From an optimization exercise on the open Yosys and OpenROAD flow, aimed at small area and a short achievable clock period; shortcuts taken in it are not production practice.
Only simulation tests tie the RTL to the original design; equivalence was not proved.
Power is estimated from default activity; no workload was simulated.

==> inputs of 12-01 <==
Design RISCV_pipeline, start of the top module:
module RISCV_pipeline ( input rst, input clk,
    output [5:0] mem_addr, output mem_we, output [31:0] mem_wdata, input [31:0] mem_rdata );
Settings: LEC_CHECK=0, CAP_MARGIN=20, CORE_MARGIN=2, CORE_UTILIZATION=40, SLEW_MARGIN=20; clock period 16.0 ns.
run.sh (not shown) runs the stock make flow with config.mk's settings and CLKGATE_MAP_FILE= SYNTH_SCRIPT=/design/flow/synth_recipe.tcl, a recipe that flattens the netlist after the stock synthesis.
==> inputs of 02-23, as changes to 12-01 <==
--- a/flow/design.v
+++ b/flow/design.v
@@ -3,14 +3,14 @@
 reg  [31:0] pc;
 reg  [5:0]  addr_q;
 reg  [31:0] d_pc, d_inst;                  
 reg         x_br, x_mr, x_mw, x_regwr, x_jal, x_jalr;    
 reg  [1:0]  x_mtoreg;
 reg         x_op10;
-reg         x_a_pc, x_a_m, x_a_wv, x_a_wp, x_a_r;        
-reg         x_b_i, x_b_wv, x_b_wp, x_b_m, x_b_r;         
+reg         x_a_pc, x_a_m, x_a_w, x_a_r;        
+reg         x_b_i, x_b_w, x_b_m, x_b_r;         
 reg  [31:0] x_pc, x_r1, x_r2;
 reg  [10:0] x_imm_lo;                      
 reg         x_imm_s;                       
 reg         x_imm_hi;                      
 reg  [2:0]  x_f3;
 reg         x_in30;
@@ -40,15 +40,13 @@
 always @(posedge clk or posedge rst)
   if (rst) d_inst <= 32'd0;
   else if (!stall) d_inst <= bubble_f ? 32'h00000033 : mem_rdata;
 always @(posedge clk)
   if (!stall) d_pc <= pc;
 wire [31:0] wb = w_00 ? pc_seq : w_val;
-reg  [31:2] s_q;
-always @(posedge clk) s_q <= pc_en ? pc[31:2] + 30'd2 : pc_seq[31:2];
-wire [31:0] pc4_f = {s_q, pc[1:0]};
+wire [31:0] pc4_nx = pc_en ? {pc[31:2] + 30'd2, pc[1:0]} : pc_seq;
 wire [4:0] op  = d_inst[6:2];
 wire [4:0] rs1 = d_inst[19:15];
 wire [4:0] rs2 = d_inst[24:20];
 wire [4:0] rd  = d_inst[11:7];
 reg c_br, c_mr, c_mw, c_alusrc, c_regwr, c_jal, c_jalr, c_op10;
 reg [1:0] c_mtoreg;
@@ -79,14 +77,24 @@
     wire we_g = rst_q | (w_we & (w_rd == g));
     always @(posedge clk)
       if (we_g) rf[g] <= w_d;
   end
 endgenerate
 always @(posedge clk) rst_q <= rst;
-wire byp1 = w_we & (w_rd == rs1);
-wire byp2 = w_we & (w_rd == rs2);
+reg  byp1, byp2;
+wire [4:0] rs1_nx = stall ? rs1 : bubble_f ? 5'd0 : mem_rdata[19:15];
+wire [4:0] rs2_nx = stall ? rs2 : bubble_f ? 5'd0 : mem_rdata[24:20];
+wire       wwe_nx = m_regwr & (m_rd != 5'd0);
+always @(posedge clk or posedge rst)
+  if (rst) begin
+    byp1 <= 1'b0;
+    byp2 <= 1'b0;
+  end else begin
+    byp1 <= wwe_nx & (m_rd == rs1_nx);
+    byp2 <= wwe_nx & (m_rd == rs2_nx);
+  end
 reg [31:0] r1, r2;
 integer k;
 always @* begin
   r1 = {32{byp1}} & wb;
   r2 = {32{byp2}} & wb;
   for (k = 1; k < 32; k = k + 1) begin
@@ -94,13 +102,12 @@
     r2 = r2 | ({32{~byp2 & (rs2 == k)}} & rf[k]);
   end
 end
 wire n_jal    = x_jal & ~flush;              
 wire n_jalr   = x_jalr & ~flush;             
 wire n_br     = c_br & ~kill;                
-wire n_00     = (m_mtoreg == 2'b00);         
 wire fa_m = x_regwr & ~flush & (x_rd != 5'd0) & (x_rd == rs1);
 wire fa_w = m_regwr & (m_rd != 5'd0) & (m_rd == rs1);
 wire fb_m = x_regwr & ~flush & (x_rd != 5'd0) & (x_rd == rs2);
 wire fb_w = m_regwr & (m_rd != 5'd0) & (m_rd == rs2);
 wire na_pc = ~n_jalr & (n_jal | n_br);
 wire na_m  = ~n_jalr & ~na_pc & fa_m;
@@ -109,31 +116,29 @@
 wire nb_w  = ~nb_i & fb_m;                   
 wire nb_m  = ~nb_i & ~fb_m & fb_w;
 always @(posedge clk or posedge rst)
   if (rst) begin
     {x_br, x_mr, x_mw, x_regwr, x_jal, x_jalr, x_op10} <= 7'd0;
     x_mtoreg <= 2'b00;
-    {x_a_pc, x_a_m, x_a_wv, x_a_wp, x_a_r} <= 5'd0;
-    {x_b_i, x_b_wv, x_b_wp, x_b_m, x_b_r} <= 5'd0;
+    {x_a_pc, x_a_m, x_a_w, x_a_r} <= 4'd0;
+    {x_b_i, x_b_w, x_b_m, x_b_r} <= 4'd0;
   end else begin
     if (kill) begin
       {x_br, x_mr, x_mw, x_regwr, x_jal, x_jalr, x_op10} <= 7'd0;
       x_mtoreg <= 2'b00;
     end else begin
       {x_br, x_mr, x_mw, x_regwr, x_jal, x_jalr, x_op10} <=
         {c_br, c_mr, c_mw, c_regwr, c_jal, c_jalr, c_op10};
       x_mtoreg <= c_mtoreg;
     end
     x_a_pc <= na_pc;
     x_a_m  <= na_m;
-    x_a_wv <= na_w & ~n_00;
-    x_a_wp <= na_w & n_00;
+    x_a_w  <= na_w;
     x_a_r  <= ~na_pc & ~na_m & ~na_w;
     x_b_i  <= nb_i;
-    x_b_wv <= nb_w & ~n_00;
-    x_b_wp <= nb_w & n_00;
+    x_b_w  <= nb_w;
     x_b_m  <= nb_m;
     x_b_r  <= ~nb_i & ~nb_w & ~nb_m;
   end
 always @(posedge clk) begin
   x_pc     <= d_pc;
   x_r1     <= r1;
@@ -146,18 +151,16 @@
   x_f3     <= d_inst[14:12];
   x_in30   <= d_inst[30];
   x_shamt  <= rs2;
   x_rd     <= rd;
 end
 wire [31:0] imm = {{19{x_imm_hi}}, x_imm_s, x_imm_s, x_imm_lo};
-wire [31:0] A = ({32{x_a_pc}} & x_pc)  | ({32{x_a_m}}  & m_alu) |
-                ({32{x_a_wv}} & w_val) | ({32{x_a_wp}} & pc4_f) |
-                ({32{x_a_r}}  & x_r1);
-wire [31:0] B = ({32{x_b_i}}  & imm)   | ({32{x_b_wv}} & w_val) |
-                ({32{x_b_wp}} & pc4_f) | ({32{x_b_m}} & m_alu) |
-                ({32{x_b_r}}  & x_r2);
+wire [31:0] A = ({32{x_a_pc}} & x_pc) | ({32{x_a_m}} & m_alu) |
+                ({32{x_a_w}}  & w_val) | ({32{x_a_r}} & x_r1);
+wire [31:0] B = ({32{x_b_i}}  & imm)   | ({32{x_b_w}} & w_val) |
+                ({32{x_b_m}}  & m_alu) | ({32{x_b_r}} & x_r2);
 assign sum = A + B;
 wire [32:0] dif  = {1'b0, A} - {1'b0, B};
 wire        sltu = dif[32];
 wire        slt  = (A[31] ^ B[31]) ? A[31] : sltu;
 wire        s_f001 = (x_f3 == 3'b001);
 wire        left   = s_f001 & ~x_in30;
@@ -180,23 +183,23 @@
                   ({32{o_sll}} & sh_rev) | ({32{o_srl}} & sh) |
                   {31'd0, (o_slt & slt) | (o_sltu & sltu)};
 always @(posedge clk or posedge rst)
   if (rst) begin
     {m_br, m_mr, m_mw, m_regwr, m_jal, m_jalr} <= 6'd0;
     m_mtoreg <= 2'b00;
-    addr_q   <= 6'd0;
   end else begin
     if (flush) begin
       {m_br, m_mr, m_mw, m_regwr, m_jal, m_jalr} <= 6'd0;
       m_mtoreg <= 2'b00;
     end else begin
       {m_br, m_mr, m_mw, m_regwr, m_jal, m_jalr} <= {x_br, x_mr, x_mw, x_regwr, x_jal, x_jalr};
       m_mtoreg <= x_mtoreg;
     end
-    addr_q <= (x_mr & ~flush) ? sum[5:0] : pc_nx[7:2];
-  end
+  end
+always @(posedge clk)
+  addr_q <= rst ? 6'd0 : (x_mr & ~flush) ? sum[5:0] : pc_nx[7:2];
 always @(posedge clk) begin
   m_f3  <= x_f3;
   m_alu <= res;
   m_r2  <= x_r2;
   m_rd  <= x_rd;
 end
@@ -217,12 +220,12 @@
   end else begin
     w_regwr <= m_regwr;
     w_00    <= (m_mtoreg == 2'b00);
   end
 always @(posedge clk) begin
   w_rd  <= m_rd;
-  w_val <= m_mtoreg[1] ? (m_mtoreg[0] ? 32'd0 : ld) : m_alu;
+  w_val <= m_mtoreg[1] ? (m_mtoreg[0] ? 32'd0 : ld) : (m_mtoreg[0] ? m_alu : pc4_nx);
 end
 assign mem_addr  = addr_q;
 assign mem_we    = m_mw;
 assign mem_wdata = m_r2;
 endmodule
==> flow/flow/run.sh (new file) <==
#!/bin/bash
# The standard layout (standard.sh), with three changes to how it is made:
#  - the port buffers are buf_4 (buffer_ports otherwise picks a slow delay cell);
#  - timing repair may change a cell's footprint when it upsizes;
#  - timing repair aims for more setup slack than the clock period needs.
# The design, its synthesis, the clock and the constraints are the standard flow's own.
# make's full output goes to standard.log in this folder.
set -euo pipefail
bash standard.sh \
  MATCH_CELL_FOOTPRINT=0 \
  SETUP_SLACK_MARGIN=11.6 \
  "BUFFER_PORTS_ARGS=-buffer_cell sky130_fd_sc_hd__buf_4" \
  finish > standard.log 2>&1
==> flow/standard.sh (new file) <==
#!/bin/bash
# synth_recipe.tcl (not shown) runs the flow's synth.tcl, then flattens the netlist and writes it again
# the make line also repeats each setting of config.mk as NAME=value (left out here)
make -C /OpenROAD-flow-scripts/flow DESIGN_CONFIG=/design/flow/config.mk WORK_HOME=/design/flow/orfs CLKGATE_MAP_FILE= SYNTH_SCRIPT=/design/flow/synth_recipe.tcl "${@:-finish}"
--- a/flow/config.mk
+++ b/flow/config.mk
@@ -4,8 +4,10 @@
 export VERILOG_FILES = /design/flow/design.v
 export SDC_FILE = /design/flow/constraint.sdc
 export NUM_CORES = 4
 export LEC_CHECK = 0
 export CAP_MARGIN = 20
 export CORE_MARGIN = 2
-export CORE_UTILIZATION = 40
+export CORE_UTILIZATION = 55
+export CTS_CLUSTER_DIAMETER = 60
+export CTS_CLUSTER_SIZE = 30
 export SLEW_MARGIN = 20
removed: flow/run.sh
==> comparison <==
Between 12-01 and 02-23, the lower count of clock-buffer cells in the layout is in 02-23 (gap 80).
Against 02-23, the register-to-register slack of 12-01 is lower by 0.50 ns.
Of 02-23 and 12-01, 02-23 has the higher non-clock buffer count (gap 3).
Of 02-23 and 12-01, 12-01 has the higher routed wire length (gap 2.3%, measured against 12-01).
Between 12-01 and 02-23, the lower synthesized cell count is in 02-23 (gap about 2%, measured against 02-23).
Between 12-01 and 02-23, the lower clock power is in 02-23 (gap about 10%, measured against 02-23).
Of 02-23 and 12-01, 12-01 has the higher sequential power (gap about 3.5%, measured against 12-01).
In 12-01 the fmax is lower than in 02-23, by about 19%.
==> figures <==
Status: 02-23 timing/DRC/antenna clean; 12-01 timing/DRC/antenna clean
Fill cells: 02-23 8649; 12-01 14042
Capture point of the critical path: 02-23 x_r2[29]; 12-01 s_q[22]
Post-synth top area share: 02-23 0.502; 12-01 0.490
Setup repair after global routing missed its margin: 02-23 yes; 12-01 no
R2R depth: 02-23 9; 12-01 13
First DRT Iteration DRCs: 02-23 12977; 12-01 12222
Met2 wire length: 02-23 122 mm; 12-01 125 mm
Initial antenna violation count: 02-23 22; 12-01 10
Proportion of power drawn by the clock network: 02-23 0.252; 12-01 0.271
Synthesis-stage register bit count: 02-23 1354; 12-01 1384
Xor-xnor portion of the synthesized cell area: 02-23 0.0160; 12-01 0.0159
Global-route wire length before repair: 02-23 402 mm; 12-01 411 mm
Power Combinational: 02-23 3.51 mW; 12-01 3.32 mW
Post-synth cell types: 02-23 79; 12-01 94
Count of clock-net buffers in the final layout: 02-23 120; 12-01 200
Die width: 02-23 338 um; 12-01 400 um
Power consumed by the clock network: 02-23 3.11 mW; 12-01 3.44 mW

[static timing again, ports no longer ideal]
No port has a modelled driver above. Below, the same layouts with a new extraction and two added sets of constraints. Step 1 assumes that a clkbuf_16 drives the clock port and a buf_2 every other input. Step 2 also shifts input and output timing later by t, the mid clock arrival at the registers, as if the neighbouring blocks saw the same clock. a / b / c = ideal / step 1 / step 2; a / b = the first two.
run	t (ns)	setup slack, ns	worst setup path at the end	worst data-port slew with drivers (ns)	pins driven straight from the clock port
12-01	0.869	10.433 / 10.488 / 9.619	input to register	0.07	1
02-23	0.816	11.473 / 11.473 / 10.899	input to register	0.04	1
After both steps setup and hold are still met in every run listed. The setup slack of 12-01, which loses most, moves by +0.055 ns with the drivers and by -0.814 ns with both steps.
